From an optimization exercise on the open Yosys and OpenROAD flow, aimed at small area; shortcuts taken in it are not production practice. In this exercise RTL edits were held to simulation tests only and were not proved equivalent to the original.

// au_top_0
module au_top_0 (
    input clk,
    input rst_n,
    output [7:0] led,
    input usb_rx,
    output usb_tx,
    output [7:0] io_seg,
    output [3:0] io_sel,
    input [1:0] inbutton,
    output [15:0] outled,
    output [7:0] outseg,
    output [3:0] outsel
  );
  wire rst;
  reset_conditioner_1 reset_cond (.clk(clk), .in(~rst_n), .out(rst));
  wire confirm_button, colour_button;
  button_conditioner_2 confirm_cond (.clk(clk), .in(inbutton[0]), .press(confirm_button));
  button_conditioner_2 colour_cond  (.clk(clk), .in(inbutton[1]), .press(colour_button));
  wire [19:0] seg_values;
  wire slow_edge;
  wire [1:0] phase;
  wire [6:0] seg;
  wire [3:0] sel;
  multi_seven_seg_5 display (.clk(clk), .rst(rst), .values(seg_values), .seg(seg), .sel(sel),
                             .slow_edge(slow_edge), .phase(phase));
  wire upd_guess, upd_hint, upd_all, guess_shown;
  wire [3:0] attempt;
  wire [11:0] guess;
  wire [7:0] hint;
  control_fsm_4 man (
    .clk(clk), .rst(rst),
    .colour_button(colour_button), .confirm_button(confirm_button),
    .slow_edge(slow_edge),
    .seg_out(seg_values),
    .upd_guess(upd_guess), .upd_hint(upd_hint), .upd_all(upd_all),
    .guess_shown(guess_shown), .attempt(attempt), .guess(guess), .hint(hint)
  );
  led_out_10 leds (
    .clk(clk), .rst(rst),
    .upd_guess(upd_guess), .upd_hint(upd_hint), .upd_all(upd_all),
    .guess_shown(guess_shown), .attempt(attempt), .guess(guess), .hint(hint), .phase(phase),
    .outled(outled)
  );
  assign usb_tx = usb_rx;
  assign led = 8'h00;
  assign outseg = {1'b0, seg};
  assign outsel = sel;
  assign io_seg = ~{1'b0, seg};
  assign io_sel = ~sel;
endmodule
Size: about 1600 cells after synthesis, about 54 I/O pins, ~0.014 mm² of cells after synthesis.
clock: 12.0 ns
lec_check: 0
cap_margin: 20
core_margin: 2
core_utilization: 40
cts_buf_list: sky130_fd_sc_hd__clkbuf_4
slew_margin: 20
standard.sh (not shown) runs the stock make flow with config.mk's settings and CLKGATE_MAP_FILE= SYNTH_SCRIPT=/design/flow/synth_recipe.tcl, a recipe that flattens the netlist after the stock synthesis.
==> flow/flow/run.sh <==
#!/bin/bash
# Layout flow: the standard synthesis, then its combinational logic mapped
# again for area with ABC (every register kept as it is: same instance, name and
# cell), then the standard layout from floorplan to finish.
# Each tool writes its full output to a log file in this folder.
set -euo pipefail
DEEPSYN_S=${DEEPSYN_S:-180}

bash standard.sh synth > synth.log 2>&1

R=orfs/results/$FLOW_PLATFORM/au_top_0/base
L=orfs/logs/$FLOW_PLATFORM/au_top_0/base
YOSYS=$(command -v yosys || echo "$FLOW_HOME/../tools/install/yosys/bin/yosys")
LIB=$(grep -o -- '-liberty [^ ]*' $L/1_2_yosys.log | head -1 | cut -d' ' -f2)
DONT_USE=$(grep -o -- '-dont_use [^ ]*' $L/1_2_yosys.log | sort -u | tr '\n' ' ')
# the register cells the standard synthesis used
SEQ=$(grep -o '^ *sky130_fd_sc_hd__[a-z0-9_]*' $R/1_2_yosys.v | sort -u | grep -E '__(df|edf|sdf|dl)' | tr '\n' ' ')

cp $R/1_2_yosys.v standard_netlist.v
for i in 1 2 3 4; do
cat > remap_$i.ys <<EOS
read_liberty -ignore_miss_func $LIB
read_verilog standard_netlist.v
hierarchy -top $FLOW_TOP
setattr -mod -set keep_hierarchy 1 $SEQ
flatten
delete t:\$scopeinfo
opt_clean -purge
abc -liberty $LIB $DONT_USE -script "+strash;dc2;&get,-n;&deepsyn,-T,$DEEPSYN_S,-S,$i;&put;dch,-f;amap;topo"
setundef -zero
splitnets
opt_clean -purge
hilomap -singleton -hicell sky130_fd_sc_hd__conb_1 HI -locell sky130_fd_sc_hd__conb_1 LO
insbuf -buf sky130_fd_sc_hd__buf_4 A X
blackbox $SEQ
tee -o remap_$i.stat stat -liberty $LIB
write_verilog -noattr -nohex -nodec remapped_$i.v
EOS
"$YOSYS" -s remap_$i.ys > remap_$i.log 2>&1 &
done
wait
best=""; best_area=""
for i in 1 2 3 4; do
  a=$( (grep -o "Chip area for module '.au_top_0': [0-9.]*" remap_$i.stat 2>/dev/null || true) | awk '{print $NF}')
  echo "run $i: $a" >> remap_choice.log
  if [ -n "$a" ] && { [ -z "$best_area" ] || awk "BEGIN{exit !($a < $best_area)}"; }; then best=$i; best_area=$a; fi
done
echo "best: $best ($best_area)" >> remap_choice.log
if [ -n "$best" ]; then cp remapped_$best.v remapped_netlist.v; else cp standard_netlist.v remapped_netlist.v; fi

# keep the standard netlist if the new one lost or changed any register
if [ "$(grep -cE '^ *sky130_fd_sc_hd__(df|edf|sdf|dl)' standard_netlist.v)" = "$(grep -cE '^ *sky130_fd_sc_hd__(df|edf|sdf|dl)' remapped_netlist.v)" ] &&
   diff <(grep -E '^ *sky130_fd_sc_hd__(df|edf|sdf|dl)' standard_netlist.v | sort) \
        <(grep -E '^ *sky130_fd_sc_hd__(df|edf|sdf|dl)' remapped_netlist.v | sort) > /dev/null; then
  cp remapped_netlist.v $R/1_2_yosys.v
  echo "using the remapped netlist" > netlist_choice.log
else
  echo "remapped netlist differs in its registers; using the standard one" > netlist_choice.log
fi

# every port still gets a buffer, as in the standard flow (the smallest one);
# the clock tree uses clkbuf_4 and no dummy loads
bash standard.sh "BUFFER_PORTS_ARGS=-buffer_cell sky130_fd_sc_hd__buf_1" \
  "CTS_ARGS=-sink_clustering_enable -repair_clock_nets -buf_list sky130_fd_sc_hd__clkbuf_4 -dont_use_dummy_load" \
  > layout.log 2>&1
Next try:
--- a/flow/flow/run.sh
+++ b/flow/flow/run.sh
@@ -61,5 +61,5 @@
 # every port still gets a buffer, as in the standard flow (the smallest one);
-# the clock tree uses clkbuf_4 and no dummy loads
+# the clock tree uses clkbuf_8 leaves of up to 15 registers, and no dummy loads
 bash standard.sh "BUFFER_PORTS_ARGS=-buffer_cell sky130_fd_sc_hd__buf_1" \
-  "CTS_ARGS=-sink_clustering_enable -repair_clock_nets -buf_list sky130_fd_sc_hd__clkbuf_4 -dont_use_dummy_load" \
+  "CTS_ARGS=-sink_clustering_enable -repair_clock_nets -buf_list sky130_fd_sc_hd__clkbuf_8 -dont_use_dummy_load -sink_clustering_size 15 -sink_clustering_max_diameter 80" \
   > layout.log 2>&1
- CORE_UTILIZATION: 40 -> 55
- CTS_BUF_LIST: sky130_fd_sc_hd__clkbuf_4 -> sky130_fd_sc_hd__clkbuf_8
- PLACE_DENSITY: default -> 0.65
Global-route usage grows by 6.1 points. Design area shrinks by a few percent. Final cell count shrinks by roughly a tenth. Routed wire length shrinks by a few percent.

-- port drivers added, routing unchanged --
In the flow no input, the clock included, has a driving cell. The finished layouts below were timed again as built, in two steps.
Step 1: set_driving_cell puts a clkbuf_16 on clk and a buf_2 on each other input, an assumption about the parent block.
Step 2 moves the port delays by t, midway between the first and last clock arrival at a register: inputs arrive t later, outputs are due t later. That takes back most of the time a late clock gives input paths.
Slacks: ideal / step 1 / step 2; pairs: ideal / step 1.
run | shift t [ns] | setup slack, ns | worst setup path after step 2 | worst data-port slew with drivers (ns) | pins driven straight from the clock port
the first run | 0.765 | 3.187 / 3.137 / 3.903 | register to output | 0.06 | 1
the second run | 0.629 | 3.564 / 3.514 / 4.144 | register to output | 0.06 | 1
After both steps every run listed still meets setup and hold.
